Background: an optimization exercise with open tools, aiming at small area. Do not read the settings as production practice. The RTL was checked by simulation tests, not by an equivalence proof against the original design. No activity file was given, so power comes from the tool's default toggle rates.

## flow/design.v

```verilog
module k_a21o(input logic a1, input logic a2, input logic b1, output logic y); assign y = (a1 & a2) | b1; endmodule
module k_a21oi(input logic a1, input logic a2, input logic b1, output logic y); assign y = ~((a1 & a2) | b1); endmodule
module k_a222oi(input logic a1, input logic a2, input logic b1, input logic b2, input logic c1, input logic c2, output logic y); assign y = ~((a1 & a2) | (b1 & b2) | (c1 & c2)); endmodule
module k_and2(input logic a, input logic b, output logic y); assign y = a & b; endmodule
module k_and3(input logic a, input logic b, input logic c, output logic y); assign y = a & b & c; endmodule
module k_inv(input logic a, output logic y); assign y = ~a; endmodule
module k_mux2i(input logic a0, input logic a1, input logic s, output logic y); assign y = ~(s ? a1 : a0); endmodule
module k_nand2(input logic a, input logic b, output logic y); assign y = ~(a & b); endmodule
module k_nand2b(input logic an, input logic b, output logic y); assign y = ~(~an & b); endmodule
module k_nor2(input logic a, input logic b, output logic y); assign y = ~(a | b); endmodule
module k_nor2b(input logic a, input logic bn, output logic y); assign y = ~(a | ~bn); endmodule
module k_nor3b(input logic a, input logic b, input logic cn, output logic y); assign y = ~(a | b | ~cn); endmodule
module k_o21a(input logic a1, input logic a2, input logic b1, output logic y); assign y = (a1 | a2) & b1; endmodule
module k_o21ai(input logic a1, input logic a2, input logic b1, output logic y); assign y = ~((a1 | a2) & b1); endmodule
module k_or2(input logic a, input logic b, output logic y); assign y = a | b; endmodule
module k_or3(input logic a, input logic b, input logic c, output logic y); assign y = a | b | c; endmodule
module k_or4(input logic a, input logic b, input logic c, input logic d, output logic y); assign y = a | b | c | d; endmodule
module k_xnor2(input logic a, input logic b, output logic y); assign y = ~(a ^ b); endmodule
module k_xor2(input logic a, input logic b, output logic y); assign y = a ^ b; endmodule
module k_ha(input logic a, input logic b, output logic s, output logic co); assign s = a ^ b; assign co = a & b; endmodule
module exe_unit_w48 (i_argA, i_argB, i_oper, i_clk, i_rst, o_carry, o_result, o_status, o_error_konw, o_error_ust);
    input  logic        i_clk;
    input  logic        i_rst;
    input  logic [1:0]  i_oper;
    input  logic [31:0] i_argB;
    input  logic [31:0] i_argA;
    output logic [31:0] o_result;
    output logic [3:0]  o_status;
    output logic        o_error_konw;
    output logic        o_error_ust;
    output logic        o_carry;
    logic [31:0] a, b, w;
    logic [1:0]  op;
    logic        err_d, err_q, v_q;
    assign a  = i_argA;
    assign b  = i_argB;
    assign op = i_oper;
    logic t0, g0, t1, g1, t2, g2, t3, g3, t4, g4, t5, g5, t6, g6, t7, g7, t8, g8, t9, g9, t10, g10, t11, g11, t12, g12, t13, g13, t14, g14, t15, g15, t16, g16, t17, g17, t18, g18, t19, g19, t20, g20, t21, g21, t22, g22, t23, g23, t24, g24, t25, g25, t26, g26, t27, g27, t28, g28, t29, g29, t30, g30, t31, g31, n33, n34, n35, n36, n37, n38, n39, n40, n41, n42, n43, n44, n45, n46, n47, n48, n49, n50, n51, n52, n53, n54, n55, n56, n57, n58, n59, n60, n61, n62, n63, n64, n65, n66, n67, n68, n69, n70, n71, n72, n73, n74, n75, n76, n77, n78, n79, n80, n81, n82, n83, n84, n85, n86, n87, n88, n89, n90, n91, n92, n93, n94, n95, n96, n97, n98, n99, n100, n101, n102, n103, n104, n105, n106, n107, n108, n109, n110, n111, n112, n113, n114, n115, n116, n117, n118, n119, n120, n121, n122, n123, n124, n125, n126, n127, n128, n129, n130, n131, n132, n133, n134, n135, n136, n137, n138, n139, n140, n141, n142, n143, n144, n145, n146, n147, n148, n149, n150, n151, n152, n153, n154, n155, n156, n157, n158, n159, n160, n161, n162, n163, n164, n165, n166, n167, n168, n169, n170, n171, n172, n173, n174, n175, n176, n177, n178, n179, n180, n181, n182, n183, n184, n185, n186, n187, n188, n189, n190, n191, n192, n193, n194, n195, n196, n197, n198, n199, n200, n201, n202, n203, n204, n205, n206, n207, n208, n209, n210, n211, n212, n213, n214, n215, n216, n217, n218, n219, n220, n221, n222, n223, n224, n225, n226, n227, n228, n229, n230, n231, n232, n233, n234, n235, n236, n237, n238, n239, n240, n241, n242, n243, n244, n245, n246, n247, n248, n249, n250, n251, n252, n253, n254, n255, n256, n257, n258, n259, n260, n261, n262, n263, n264, n265, n266, n267, n268, n269, n270, n271, n272, n273, n274, n275, n276, n277, n278, n279, n280, n281, n282, n283, n284, n285, n286, n287, n288, n289, n290, n291, n292, n293, n294, n295, n296, n297, n298, n299, n300, n301, n302, n303, n304, n305, n306, n307, n308, n309, n310, n311, n312, n313, n314, n315, n316, n317, n318, n319, n320, n321, n322, n323, n324, n325, n326, n327, n328, n329, n330, n331, n332, n333, n334, n335, n336, n337, n338, n339, n340, n341, n342, n343, n344, n345, n346, n347, n348, n349, n350, n351, n352, n353, n354, n355, n356, n357, n358, n359, n360, n361, n362, n363, n364, n365, n366, n367, n368, n369, n370, n371, n372, n373, n374, n375, n376;
    k_ha u1 (a[0], b[0], t0, g0);
    k_ha u2 (a[1], b[1], t1, g1);
    k_ha u3 (a[2], b[2], t2, g2);
    k_ha u4 (a[3], b[3], t3, g3);
    k_ha u5 (a[4], b[4], t4, g4);
    k_ha u6 (a[5], b[5], t5, g5);
    k_ha u7 (a[6], b[6], t6, g6);
    k_ha u8 (a[7], b[7], t7, g7);
    k_ha u9 (a[8], b[8], t8, g8);
    k_ha u10 (a[9], b[9], t9, g9);
    k_ha u11 (a[10], b[10], t10, g10);
    k_ha u12 (a[11], b[11], t11, g11);
    k_ha u13 (a[12], b[12], t12, g12);
    k_ha u14 (a[13], b[13], t13, g13);
    k_ha u15 (a[14], b[14], t14, g14);
    k_ha u16 (a[15], b[15], t15, g15);
    k_ha u17 (a[16], b[16], t16, g16);
    k_ha u18 (a[17], b[17], t17, g17);
    k_ha u19 (a[18], b[18], t18, g18);
    k_ha u20 (a[19], b[19], t19, g19);
    k_ha u21 (a[20], b[20], t20, g20);
    k_ha u22 (a[21], b[21], t21, g21);
    k_ha u23 (a[22], b[22], t22, g22);
    k_ha u24 (a[23], b[23], t23, g23);
    k_ha u25 (a[24], b[24], t24, g24);
    k_ha u26 (a[25], b[25], t25, g25);
    k_ha u27 (a[26], b[26], t26, g26);
    k_ha u28 (a[27], b[27], t27, g27);
    k_ha u29 (a[28], b[28], t28, g28);
    k_ha u30 (a[29], b[29], t29, g29);
    k_ha u31 (a[30], b[30], t30, g30);
    k_ha u32 (a[31], b[31], t31, g31);
    k_a21oi u33 (t5, g4, g5, n33);
    k_nand2 u34 (t5, t4, n34);
    k_a21oi u35 (t7, g6, g7, n35);
    k_nand2 u36 (t7, t6, n36);
    k_o21ai u37 (n36, n33, n35, n37);
    k_nor2 u38 (n36, n34, n38);
    k_a21oi u39 (t9, g8, g9, n39);
    k_nand2 u40 (t9, t8, n40);
    k_a21oi u41 (t11, g10, g11, n41);
    k_nand2 u42 (t11, t10, n42);
    k_o21ai u43 (n42, n39, n41, n43);
    k_nor2 u44 (n42, n40, n44);
    k_a21oi u45 (t13, g12, g13, n45);
    k_nand2 u46 (t13, t12, n46);
    k_a21oi u47 (t15, g14, g15, n47);
    k_nand2 u48 (t15, t14, n48);
    k_o21ai u49 (n48, n45, n47, n49);
    k_nor2 u50 (n48, n46, n50);
    k_a21oi u51 (t17, g16, g17, n51);
    k_nand2 u52 (t17, t16, n52);
    k_a21oi u53 (t19, g18, g19, n53);
    k_nand2 u54 (t19, t18, n54);
    k_o21ai u55 (n54, n51, n53, n55);
    k_nor2 u56 (n54, n52, n56);
    k_a21oi u57 (t21, g20, g21, n57);
    k_nand2 u58 (t21, t20, n58);
    k_a21oi u59 (t23, g22, g23, n59);
    k_nand2 u60 (t23, t22, n60);
    k_o21ai u61 (n60, n57, n59, n61);
    k_nor2 u62 (n60, n58, n62);
    k_a21oi u63 (t25, g24, g25, n63);
    k_nand2 u64 (t25, t24, n64);
    k_a21oi u65 (t27, g26, g27, n65);
    k_nand2 u66 (t27, t26, n66);
    k_o21ai u67 (n66, n63, n65, n67);
    k_nor2 u68 (n66, n64, n68);
    k_a21oi u69 (t29, g28, g29, n69);
    k_nand2 u70 (t29, t28, n70);
    k_a21oi u71 (t31, g30, g31, n71);
    k_nand2 u72 (t31, t30, n72);
    k_o21ai u73 (n72, n69, n71, n73);
    k_nor2 u74 (n72, n70, n74);
    k_a21o u75 (t1, g0, g1, n75);
    k_a21o u76 (t2, n75, g2, n76);
    k_a21o u77 (t3, n76, g3, n77);
    k_a21o u78 (n38, n77, n37, n78);
    k_a21o u79 (t4, n77, g4, n79);
    k_a21o u80 (t5, n79, g5, n80);
    k_a21o u81 (t6, n80, g6, n81);
    k_a21o u82 (n44, n78, n43, n82);
    k_a21o u83 (t8, n78, g8, n83);
    k_a21o u84 (t9, n83, g9, n84);
    k_a21o u85 (t10, n84, g10, n85);
    k_a21o u86 (n50, n82, n49, n86);
    k_a21o u87 (t12, n82, g12, n87);
    k_a21o u88 (t13, n87, g13, n88);
    k_a21o u89 (t14, n88, g14, n89);
    k_a21o u90 (n56, n86, n55, n90);
    k_a21o u91 (t16, n86, g16, n91);
    k_a21o u92 (t17, n91, g17, n92);
    k_a21o u93 (t18, n92, g18, n93);
    k_a21o u94 (n62, n90, n61, n94);
    k_a21o u95 (t20, n90, g20, n95);
    k_a21o u96 (t21, n95, g21, n96);
    k_a21o u97 (t22, n96, g22, n97);
    k_a21o u98 (n68, n94, n67, n98);
    k_a21o u99 (t24, n94, g24, n99);
    k_a21o u100 (t25, n99, g25, n100);
    k_a21o u101 (t26, n100, g26, n101);
    k_a21o u102 (n74, n98, n73, n102);
    k_a21o u103 (t28, n98, g28, n103);
    k_a21o u104 (t29, n103, g29, n104);
    k_a21o u105 (t30, n104, g30, n105);
    assign o_carry = n102;
    k_nand2 u106 (t0, a[0], n106);
    k_mux2i u107 (n106, b[1], t1, n107);
    k_mux2i u108 (n107, a[2], t2, n108);
    k_mux2i u109 (n108, b[3], t3, n109);
    k_nand2 u110 (t4, a[4], n110);
    k_mux2i u111 (n110, b[5], t5, n111);
    k_mux2i u112 (n111, a[6], t6, n112);
    k_mux2i u113 (n112, b[7], t7, n113);
    k_or4 u114 (t4, t5, t6, t7, n114);
    k_mux2i u115 (n109, n113, n114, n115);
    k_and2 u116 (t8, a[8], n116);
    k_mux2i u117 (n116, a[9], t9, n117);
    k_mux2i u118 (n117, b[10], t10, n118);
    k_mux2i u119 (n118, a[11], t11, n119);
    k_or4 u120 (t8, t9, t10, t11, n120);
    k_mux2i u121 (n115, n119, n120, n121);
    k_nand2 u122 (t12, a[12], n122);
    k_mux2i u123 (n122, b[13], t13, n123);
    k_mux2i u124 (n123, a[14], t14, n124);
    k_mux2i u125 (n124, b[15], t15, n125);
    k_or4 u126 (t12, t13, t14, t15, n126);
    k_mux2i u127 (n121, n125, n126, n127);
    k_and2 u128 (t16, a[16], n128);
    k_mux2i u129 (n128, a[17], t17, n129);
    k_mux2i u130 (n129, b[18], t18, n130);
    k_mux2i u131 (n130, a[19], t19, n131);
    k_or4 u132 (t16, t17, t18, t19, n132);
    k_mux2i u133 (n127, n131, n132, n133);
    k_nand2 u134 (t20, a[20], n134);
    k_mux2i u135 (n134, b[21], t21, n135);
    k_mux2i u136 (n135, a[22], t22, n136);
    k_mux2i u137 (n136, b[23], t23, n137);
    k_or4 u138 (t20, t21, t22, t23, n138);
    k_mux2i u139 (n133, n137, n138, n139);
    k_and2 u140 (t24, a[24], n140);
    k_mux2i u141 (n140, a[25], t25, n141);
    k_mux2i u142 (n141, b[26], t26, n142);
    k_mux2i u143 (n142, a[27], t27, n143);
    k_or4 u144 (t24, t25, t26, t27, n144);
    k_mux2i u145 (n139, n143, n144, n145);
    k_nand2 u146 (t28, a[28], n146);
    k_mux2i u147 (n146, b[29], t29, n147);
    k_mux2i u148 (n147, a[30], t30, n148);
    k_mux2i u149 (n148, b[31], t31, n149);
    k_or4 u150 (t28, t29, t30, t31, n150);
    k_mux2i u151 (n145, n149, n150, n151);
    k_inv u152 (n151, n152);
    k_or4 u153 (b[5], b[6], b[7], b[8], n153);
    k_or4 u154 (b[9], b[10], b[11], b[12], n154);
    k_or4 u155 (b[13], b[14], b[15], b[16], n155);
    k_or4 u156 (b[17], b[18], b[19], b[20], n156);
    k_or4 u157 (b[21], b[22], b[23], b[24], n157);
    k_or4 u158 (b[25], b[26], b[27], b[28], n158);
    k_or3 u159 (b[29], b[30], b[31], n159);
    k_or4 u160 (n153, n154, n155, n156, n160);
    k_or3 u161 (n157, n158, n159, n161);
    k_or2 u162 (n160, n161, n162);
    assign o_error_ust = n162;
    k_or4 u163 (a[0], a[1], a[2], a[3], n163);
    k_or4 u164 (a[4], a[5], a[6], a[7], n164);
    k_or4 u165 (a[8], a[9], a[10], a[11], n165);
    k_or4 u166 (a[12], a[13], a[14], a[15], n166);
    k_or4 u167 (a[16], a[17], a[18], a[19], n167);
    k_or4 u168 (a[20], a[21], a[22], a[23], n168);
    k_or4 u169 (a[24], a[25], a[26], a[27], n169);
    k_or3 u170 (a[28], a[29], a[30], n170);
    k_or4 u171 (n163, n164, n165, n166, n171);
    k_or3 u172 (n171, n167, n168, n172);
    k_or3 u173 (n172, n169, n170, n173);
    k_nor2b u174 (n173, a[31], n174);
    assign o_error_konw = n174;
    k_or2 u175 (n174, n162, n175);
    k_nor2 u176 (op[0], op[1], n176);
    k_nand2b u177 (op[1], op[0], n177);
    k_and3 u178 (op[0], op[1], a[31], n178);
    k_nor3b u179 (op[0], n162, op[1], n179);
    k_and2 u180 (n178, a[0], n180);
    k_o21a u181 (n163, n164, n178, n181);
    k_and2 u182 (n178, n171, n182);
    k_and2 u183 (n178, n172, n183);
    k_a21oi u184 (n178, a[1], n180, n184);
    k_nand2 u185 (n178, a[2], n185);
    k_nand2 u186 (n184, n185, n186);
    k_a21oi u187 (n178, a[3], n186, n187);
    k_nand2 u188 (n178, a[4], n188);
    k_nand2 u189 (n187, n188, n189);
    k_a21oi u190 (n178, a[5], n189, n190);
    k_nand2 u191 (n178, a[6], n191);
    k_nand2 u192 (n190, n191, n192);
    k_a21oi u193 (n178, a[8], n181, n193);
    k_nand2 u194 (n178, a[9], n194);
    k_nand2 u195 (n193, n194, n195);
    k_a21oi u196 (n178, a[10], n195, n196);
    k_nand2 u197 (n178, a[11], n197);
    k_nand2 u198 (n196, n197, n198);
    k_a21oi u199 (n178, a[12], n198, n199);
    k_nand2 u200 (n178, a[13], n200);
    k_nand2 u201 (n199, n200, n201);
    k_a21oi u202 (n178, a[14], n201, n202);
    k_a21oi u203 (n178, a[16], n182, n203);
    k_nand2 u204 (n178, a[17], n204);
    k_nand2 u205 (n203, n204, n205);
    k_a21oi u206 (n178, a[18], n205, n206);
    k_nand2 u207 (n178, a[19], n207);
    k_nand2 u208 (n206, n207, n208);
    k_a21oi u209 (n178, a[20], n208, n209);
    k_nand2 u210 (n178, a[21], n210);
    k_nand2 u211 (n209, n210, n211);
    k_a21oi u212 (n178, a[22], n211, n212);
    k_a21oi u213 (n178, a[24], n183, n213);
    k_nand2 u214 (n178, a[25], n214);
    k_nand2 u215 (n213, n214, n215);
    k_a21oi u216 (n178, a[26], n215, n216);
    k_nand2 u217 (n178, a[27], n217);
    k_nand2 u218 (n216, n217, n218);
    k_a21oi u219 (n178, a[28], n218, n219);
    k_nand2 u220 (n178, a[29], n220);
    k_nand2 u221 (n219, n220, n221);
    k_inv u222 (b[0], n222);
    k_inv u223 (b[1], n223);
    k_inv u224 (b[2], n224);
    k_inv u225 (b[3], n225);
    k_inv u226 (b[4], n226);
    k_and3 u227 (n222, n223, n179, n227);
    k_and3 u228 (b[0], n223, n179, n228);
    k_and3 u229 (n222, b[1], n179, n229);
    k_and3 u230 (b[0], b[1], n179, n230);
    k_and3 u231 (n224, n225, n226, n231);
    k_and3 u232 (b[2], n225, n226, n232);
    k_and3 u233 (n224, b[3], n226, n233);
    k_and3 u234 (b[2], b[3], n226, n234);
    k_and3 u235 (n224, n225, b[4], n235);
    k_and3 u236 (b[2], n225, b[4], n236);
    k_and3 u237 (n224, b[3], b[4], n237);
    k_and3 u238 (b[2], b[3], b[4], n238);
    k_a222oi u239 (n176, t0, op[1], a[0], n227, n231, n239);
    k_o21ai u240 (n177, n152, n239, n240);
    k_xor2 u241 (t1, g0, n241);
    k_a222oi u242 (n176, n241, op[1], a[1], n228, n231, n242);
    k_xnor2 u243 (n242, n180, n243);
    k_xor2 u244 (t2, n75, n244);
    k_a222oi u245 (n176, n244, op[1], a[2], n229, n231, n245);
    k_xor2 u246 (n245, n184, n246);
    k_xor2 u247 (t3, n76, n247);
    k_a222oi u248 (n176, n247, op[1], a[3], n230, n231, n248);
    k_xnor2 u249 (n248, n186, n249);
    k_xor2 u250 (t4, n77, n250);
    k_a222oi u251 (n176, n250, op[1], a[4], n227, n232, n251);
    k_xor2 u252 (n251, n187, n252);
    k_xor2 u253 (t5, n79, n253);
    k_a222oi u254 (n176, n253, op[1], a[5], n228, n232, n254);
    k_xnor2 u255 (n254, n189, n255);
    k_xor2 u256 (t6, n80, n256);
    k_a222oi u257 (n176, n256, op[1], a[6], n229, n232, n257);
    k_xor2 u258 (n257, n190, n258);
    k_xor2 u259 (t7, n81, n259);
    k_a222oi u260 (n176, n259, op[1], a[7], n230, n232, n260);
    k_xnor2 u261 (n260, n192, n261);
    k_xor2 u262 (t8, n78, n262);
    k_a222oi u263 (n176, n262, op[1], a[8], n227, n233, n263);
    k_xnor2 u264 (n263, n181, n264);
    k_xor2 u265 (t9, n83, n265);
    k_a222oi u266 (n176, n265, op[1], a[9], n228, n233, n266);
    k_xor2 u267 (n266, n193, n267);
    k_xor2 u268 (t10, n84, n268);
    k_a222oi u269 (n176, n268, op[1], a[10], n229, n233, n269);
    k_xnor2 u270 (n269, n195, n270);
    k_xor2 u271 (t11, n85, n271);
    k_a222oi u272 (n176, n271, op[1], a[11], n230, n233, n272);
    k_xor2 u273 (n272, n196, n273);
    k_xor2 u274 (t12, n82, n274);
    k_a222oi u275 (n176, n274, op[1], a[12], n227, n234, n275);
    k_xnor2 u276 (n275, n198, n276);
    k_xor2 u277 (t13, n87, n277);
    k_a222oi u278 (n176, n277, op[1], a[13], n228, n234, n278);
    k_xor2 u279 (n278, n199, n279);
    k_xor2 u280 (t14, n88, n280);
    k_a222oi u281 (n176, n280, op[1], a[14], n229, n234, n281);
    k_xnor2 u282 (n281, n201, n282);
    k_xor2 u283 (t15, n89, n283);
    k_a222oi u284 (n176, n283, op[1], a[15], n230, n234, n284);
    k_xor2 u285 (n284, n202, n285);
    k_xor2 u286 (t16, n86, n286);
    k_a222oi u287 (n176, n286, op[1], a[16], n227, n235, n287);
    k_xnor2 u288 (n287, n182, n288);
    k_xor2 u289 (t17, n91, n289);
    k_a222oi u290 (n176, n289, op[1], a[17], n228, n235, n290);
    k_xor2 u291 (n290, n203, n291);
    k_xor2 u292 (t18, n92, n292);
    k_a222oi u293 (n176, n292, op[1], a[18], n229, n235, n293);
    k_xnor2 u294 (n293, n205, n294);
    k_xor2 u295 (t19, n93, n295);
    k_a222oi u296 (n176, n295, op[1], a[19], n230, n235, n296);
    k_xor2 u297 (n296, n206, n297);
    k_xor2 u298 (t20, n90, n298);
    k_a222oi u299 (n176, n298, op[1], a[20], n227, n236, n299);
    k_xnor2 u300 (n299, n208, n300);
    k_xor2 u301 (t21, n95, n301);
    k_a222oi u302 (n176, n301, op[1], a[21], n228, n236, n302);
    k_xor2 u303 (n302, n209, n303);
    k_xor2 u304 (t22, n96, n304);
    k_a222oi u305 (n176, n304, op[1], a[22], n229, n236, n305);
    k_xnor2 u306 (n305, n211, n306);
    k_xor2 u307 (t23, n97, n307);
    k_a222oi u308 (n176, n307, op[1], a[23], n230, n236, n308);
    k_xor2 u309 (n308, n212, n309);
    k_xor2 u310 (t24, n94, n310);
    k_a222oi u311 (n176, n310, op[1], a[24], n227, n237, n311);
    k_xnor2 u312 (n311, n183, n312);
    k_xor2 u313 (t25, n99, n313);
    k_a222oi u314 (n176, n313, op[1], a[25], n228, n237, n314);
    k_xor2 u315 (n314, n213, n315);
    k_xor2 u316 (t26, n100, n316);
    k_a222oi u317 (n176, n316, op[1], a[26], n229, n237, n317);
    k_xnor2 u318 (n317, n215, n318);
    k_xor2 u319 (t27, n101, n319);
    k_a222oi u320 (n176, n319, op[1], a[27], n230, n237, n320);
    k_xor2 u321 (n320, n216, n321);
    k_xor2 u322 (t28, n98, n322);
    k_a222oi u323 (n176, n322, op[1], a[28], n227, n238, n323);
    k_xnor2 u324 (n323, n218, n324);
    k_xor2 u325 (t29, n103, n325);
    k_a222oi u326 (n176, n325, op[1], a[29], n228, n238, n326);
    k_xor2 u327 (n326, n219, n327);
    k_xor2 u328 (t30, n104, n328);
    k_a222oi u329 (n176, n328, op[1], a[30], n229, n238, n329);
    k_xnor2 u330 (n329, n221, n330);
    k_xor2 u331 (t31, n105, n331);
    k_a222oi u332 (n176, n331, op[1], a[31], n230, n238, n332);
    k_inv u333 (n332, n333);
    assign w = {n333, n330, n327, n324, n321, n318, n315, n312, n309, n306, n303, n300, n297, n294, n291, n288, n285, n282, n279, n276, n273, n270, n267, n264, n261, n258, n255, n252, n249, n246, n243, n240};
    assign err_d = n175;
    k_xor2 u334 (o_result[0], o_result[1], n334);
    k_xor2 u335 (o_result[2], o_result[3], n335);
    k_xor2 u336 (o_result[4], o_result[5], n336);
    k_xor2 u337 (o_result[6], o_result[7], n337);
    k_xor2 u338 (o_result[8], o_result[9], n338);
    k_xor2 u339 (o_result[10], o_result[11], n339);
    k_xor2 u340 (o_result[12], o_result[13], n340);
    k_xor2 u341 (o_result[14], o_result[15], n341);
    k_xor2 u342 (o_result[16], o_result[17], n342);
    k_xor2 u343 (o_result[18], o_result[19], n343);
    k_xor2 u344 (o_result[20], o_result[21], n344);
    k_xor2 u345 (o_result[22], o_result[23], n345);
    k_xor2 u346 (o_result[24], o_result[25], n346);
    k_xor2 u347 (o_result[26], o_result[27], n347);
    k_xor2 u348 (o_result[28], o_result[29], n348);
    k_xor2 u349 (o_result[30], o_result[31], n349);
    k_xor2 u350 (n334, n335, n350);
    k_xor2 u351 (n336, n337, n351);
    k_xor2 u352 (n338, n339, n352);
    k_xor2 u353 (n340, n341, n353);
    k_xor2 u354 (n342, n343, n354);
    k_xor2 u355 (n344, n345, n355);
    k_xor2 u356 (n346, n347, n356);
    k_xor2 u357 (n348, n349, n357);
    k_xor2 u358 (n350, n351, n358);
    k_xor2 u359 (n352, n353, n359);
    k_xor2 u360 (n354, n355, n360);
    k_xor2 u361 (n356, n357, n361);
    k_xor2 u362 (n358, n359, n362);
    k_xor2 u363 (n360, n361, n363);
    k_xor2 u364 (n362, n363, n364);
    k_xor2 u365 (n364, v_q, n365);
    k_or4 u366 (o_result[0], o_result[1], o_result[2], o_result[3], n366);
    k_or4 u367 (o_result[4], o_result[5], o_result[6], o_result[7], n367);
    k_or4 u368 (o_result[8], o_result[9], o_result[10], o_result[11], n368);
    k_or4 u369 (o_result[12], o_result[13], o_result[14], o_result[15], n369);
    k_or4 u370 (o_result[16], o_result[17], o_result[18], o_result[19], n370);
    k_or4 u371 (o_result[20], o_result[21], o_result[22], o_result[23], n371);
    k_or4 u372 (o_result[24], o_result[25], o_result[26], o_result[27], n372);
    k_or4 u373 (o_result[28], o_result[29], o_result[30], o_result[31], n373);
    k_or4 u374 (n366, n367, n368, n369, n374);
    k_or4 u375 (n370, n371, n372, n373, n375);
    k_nor3b u376 (n374, n375, v_q, n376);
    assign o_status = {n365, o_result[31], n376, err_q};
    always_ff @(posedge i_clk, posedge i_rst) begin
        if (i_rst) begin
            o_result <= '0;
            err_q    <= 1'b0;
            v_q      <= 1'b0;
        end else begin
            o_result <= w;
            err_q    <= err_d;
            v_q      <= 1'b1;
        end
    end
endmodule
```

## flow/config.mk

```make
export PLATFORM = sky130hd
export DESIGN_NAME = exe_unit_w48
export DESIGN_NICKNAME = exe_unit_w48
export VERILOG_FILES = /design/flow/design.v
export SDC_FILE = /design/flow/constraint.sdc
export NUM_CORES = 4
export LEC_CHECK = 0
export CAP_MARGIN = 20
export CORE_MARGIN = 2
export CORE_UTILIZATION = 40
export PLACE_DENSITY = 0.6
export SLEW_MARGIN = 20
export SYNTH_HIERARCHICAL = 1
```

## flow/constraint.sdc

```tcl
create_clock -name core_clock -period 7.0 [get_ports {i_clk}]
set_input_delay 1.4000 -clock core_clock [delete_from_list [all_inputs] [get_ports {i_clk}]]
set_output_delay 1.4000 -clock core_clock [all_outputs]
set_load 0.01 [all_outputs]
```

## flow/run.sh

```bash
#!/bin/bash
# synth_recipe.tcl (not shown) runs the flow's synth.tcl, then flattens the netlist and writes it again
# the make line also repeats each setting of config.mk as NAME=value (left out here)
make -C /OpenROAD-flow-scripts/flow DESIGN_CONFIG=/design/flow/config.mk WORK_HOME=/design/flow/orfs CLKGATE_MAP_FILE= SYNTH_SCRIPT=/design/flow/synth_recipe.tcl finish
```

==> results_dict.tcl <==
set metrics [dict create \
    worst_path_largest_cell_delay_ns 0.50 \
    worst_hold_path_type "in2async" \
    cts.path.max_buffers 2 \
    shortest_clock_period_the_worst_path_allows_after_layout_ns 6.14 \
    vertical_die_dimension_um 103 \
    tritoncts.num_buffers 5 \
    worst_path_dominant_cell_family "compound AO/OA/AOI/OAI gates" \
    synth_top_area_share 0.217 \
    timing.critical_path.cells "clkdlybuf4s50_1 -> ha_1 -> a21o_1 -> a21o_1 -> a21o_1 -> a21o_1 -> a21o_1 -> a21o_1 -> a21o_1 -> a21o_1 -> a21o_1 -> a21o_1 -> clkdlybuf4s50_1" \
    synth_enable_flop_cells 0 \
    final_layout_size_suffix_gt1_frac 0.0792 \
    total_switching_power_uw 393 \
    synth_async_sr_flop_share 1.00 \
    layout.cell_area.non_filler_um2 5240 \
    dieWidth_um 103 \
    syn2layout_area_growth_pct 33.6 \
    hold_ws_ns 1.51 \
    drt_pre_antenna_iters 8 \
    vias 3665 \
    dpl.cell_count 655 \
    gp_congestion 0.888 \
    grt_antenna_before_repair 0 \
    numClockSinks 34 \
    core-area_um2 9640 \
    sw_frac_of_total 0.377 \
    cts_resized 0 \
    finalSetupViolCount 0 \
    routed_len_inst_um 16.5 \
    grt_pass1_vias 3393 \
    wirelength_um 11000 \
    power.density_cell_area_nw_per_um2 199 \
    critical-path-top-cell-by-count "sky130_fd_sc_hd__a21o_1" \
    timing_hold_violations_final 0 \
    worst_path_max_delay_cell "sky130_fd_sc_hd__clkdlybuf4s50_1" \
    placedInstanceArea_um2 5150 \
    design.die.area_um2 10600 \
    cts_post_setup_buffers_inserted 0 \
    worst-setup-path-type "in2out" \
    placementRows 36 \
    final_core_utilization 0.544 \
    overflow 0 \
    synth.distinct_cells 23 \
    setup.worst_path.start_class "primary input" \
    synth_top_cells_by_count "sky130_fd_sc_hd__xor2_1 (77), sky130_fd_sc_hd__nand2_1 (43), sky130_fd_sc_hd__dfrtp_1 (34)" \
    clock_power_share 0.133 \
    cts.clk_slew.worst_paths_ns 0.06 \
    htree_levels 2 \
    ctsRootBufferMaster "sky130_fd_sc_hd__clkbuf_8" \
    max-vdd-ir-drop_mv 0.394 \
    share_comb_of_total_power 0.615 \
    worst-endpoint-required_ns 5.60 \
    initial_utilization 0.407 \
    rsz_0062_raised_after_global_routing "no" \
    critPathBufInv 2 \
    synth.largest_area_cell "sky130_fd_sc_hd__dfrtp_1" \
    first_iter_violations 389 \
    crit_path_max_fanout 4 \
    sequentialPowerShare 0.253 \
    netlist_area_um2 3930 \
    detail_route.drc_violations 0 \
    synthesis.yosys.warnings 7 \
    portBuffers 106 \
    dpl.hpwl_um 9020 \
    yosys.cell_count.top_type "sky130_fd_sc_hd__xor2_1" \
    timing.final.max_slew_violations 0 \
    grt_start_max_net_pins 37 \
    vias_per_cell 5.53 \
    finish.cell_count_without_fillers 663 \
    maxClockFrequency_mhz 163 \
    status "finished clean" \
    critical_path_arrival_ns 4.74 \
    finalSetupTns_ns 0 \
    cts-hold-fix-buffers 0 \
    final.period_utilization 0.877 \
    grt_usage 0.208 \
    max-cap-violations 0 \
    post_synth_main_area_contributors "sky130_fd_sc_hd__dfrtp_1 (22%), sky130_fd_sc_hd__xor2_1 (17%), sky130_fd_sc_hd__ha_1 (10%)" \
    grt_pass1_wl_um 17300 \
    num_antenna_cells 0 \
    internal_power_uw 650 \
    drtAntennaViolNets 0 \
    synthesis.nets 516 \
    syn_avg_cell_area_um2 9.44 \
    tritoncts "built" \
    final_nets 629 \
    syn-instance-count 416 \
    ys_dominant_reg_cell "sky130_fd_sc_hd__dfrtp_1" \
    boundaryPins 107 \
    synth_sequential_area_ratio 0.217 \
    worstSetupEndpointType "output port" \
    power.leakage_uw 0.00241 \
    yosys_register_bits 34 \
]
power groups by stage:
stage	combinational [uW]	clock, uW	sequential (uW)
6_report	642	138	264
5_1_grt	703	152	269
4_1_cts	647	144	264
3_5_place_dp	643	0	268
3_3_place_gp	638	0	267
2_1_floorplan	414	0	279
sequential cells by signal (all words and copies together), names as in the netlist:
name      cells
v_q           1
o_result     32
err_q         1
through the flow:
step | total power, uW | setup slack (ns)
4_1_cts | 1050 | 0.853
3_5_place_dp | 911 | 0.857
5_1_grt | 1120 | 0.729
2_1_floorplan | 693 | 2.03
6_report | 1040 | 0.863
3_3_place_gp | 904 | 0.878
cell families (layout without fill, tap and decap cells):
family                   after synthesis  in the layout  share of synthesized area
flip-flops                            34             34                      0.217
multiplexers                          31             31                     0.0791
XOR/XNOR                              93             93                      0.208
AND/OR/NAND/NOR                      113            113                      0.163
adder cells (fa/ha/maj)               32             32                      0.102
AO/OA/AOI/OAI                        100            100                      0.215
buffers and inverters                 12            126                     0.0153
other                                  1              1                   0.000955
modules after synthesis, one instance, submodules excluded, a selection:
module	flip-flops and latches	copies in the design	cell area (um^2)
k_o21a	0	1	7.51
k_or4	0	32	7.51
k_nor2b	0	1	13.8
k_nand2	0	43	3.75
k_or3	0	5	6.26
k_or2	0	2	6.26
k_a21o	0	31	7.51
k_nor3b	0	2	12.5
k_nor2	0	8	3.75
final timing paths:
path                       slack (ns)  depth (start not counted)     endpoint  startpoint
max                              0.86                         13      o_carry   i_argA[1]
min                              1.51                          3          v_q       i_rst
max in group asynchronous        5.21                          3  o_result[3]       i_rst
min in group core_clock          1.86                          3  o_result[0]   i_oper[0]
per-layer routing:
metal  vias to the layer above  GRT usage  routed length (um)
li1                       1816          -                   -
met1                      1702      0.308                5220
met2                       135      0.326                4980
met3                        12     0.0156                 620
met4                         0     0.0567                 125
met5                         -          0                   0
final cells by class:
cell class / instances / area [um^2]
multi-input combinational: 370 / 3010
timing repair buffer: 110 / 1090
fill: 921 / 4400
tap: 133 / 166
clock buffer: 7 / 86.3
clock inverter: 1 / 5.00
inverter: 8 / 30.0
sequential: 34 / 851
layout by cell type, fill, tap and decap left out:
| cell type | netlist | routed |
|---|---|---|
| sky130_fd_sc_hd__clkinv_2 | 0 | 1 |
| sky130_fd_sc_hd__and3_1 | 13 | 13 |
| sky130_fd_sc_hd__a21o_1 | 31 | 31 |
| sky130_fd_sc_hd__o21ai_1 | 8 | 8 |
| sky130_fd_sc_hd__nand2_1 | 43 | 43 |
| sky130_fd_sc_hd__a21oi_2 | 28 | 28 |
| sky130_fd_sc_hd__o21a_1 | 1 | 1 |
| sky130_fd_sc_hd__or4_1 | 32 | 32 |
| sky130_fd_sc_hd__nor2_1 | 8 | 8 |
| sky130_fd_sc_hd__nor3b_2 | 2 | 2 |
| sky130_fd_sc_hd__xnor2_1 | 16 | 16 |
| sky130_fd_sc_hd__buf_4 | 4 | 4 |
| sky130_fd_sc_hd__nand2b_1 | 1 | 1 |
| sky130_fd_sc_hd__and2_1 | 6 | 6 |
| sky130_fd_sc_hd__dfrtp_1 | 34 | 34 |
| sky130_fd_sc_hd__clkbuf_8 | 0 | 6 |
| sky130_fd_sc_hd__clkbuf_1 | 0 | 1 |
| sky130_fd_sc_hd__or2_1 | 2 | 2 |
| sky130_fd_sc_hd__inv_1 | 8 | 8 |
| sky130_fd_sc_hd__conb_1 | 1 | 1 |
| sky130_fd_sc_hd__nor2b_4 | 1 | 1 |
| sky130_fd_sc_hd__or3_1 | 5 | 5 |
| sky130_fd_sc_hd__mux2i_1 | 31 | 31 |
| sky130_fd_sc_hd__a222oi_1 | 32 | 32 |
| sky130_fd_sc_hd__clkdlybuf4s50_1 | 0 | 106 |
| sky130_fd_sc_hd__xor2_1 | 77 | 77 |
| sky130_fd_sc_hd__ha_1 | 32 | 32 |

separate check: timing with driven ports:
Ports are ideal in the flow. The routed layout listed here was re-timed in OpenROAD.
Step 1 sets driving cells, clkbuf_16 on the clock port and buf_2 on the other inputs (assumed; they add their load-dependent delay and slew).
Step 2 times the ports against the registers' clock, not the clock port: input delays grow and output delays shrink by t, the midpoint of the rising clock arrivals with the driver on.
Slacks: ideal ports / drivers / drivers and shift; pairs: ideal ports / drivers.
t (ns): 0.294
slack for setup (ns): 0.863 / 0.840 / 0.840
hold slack, ns: 1.510 / 1.508 / 1.802
latest minus earliest clock arrival (ns): 0.005 / 0.005
After both steps this run still meets setup and hold. The setup slack of this run moves by -0.023 ns with the drivers and by -0.023 ns with both steps.
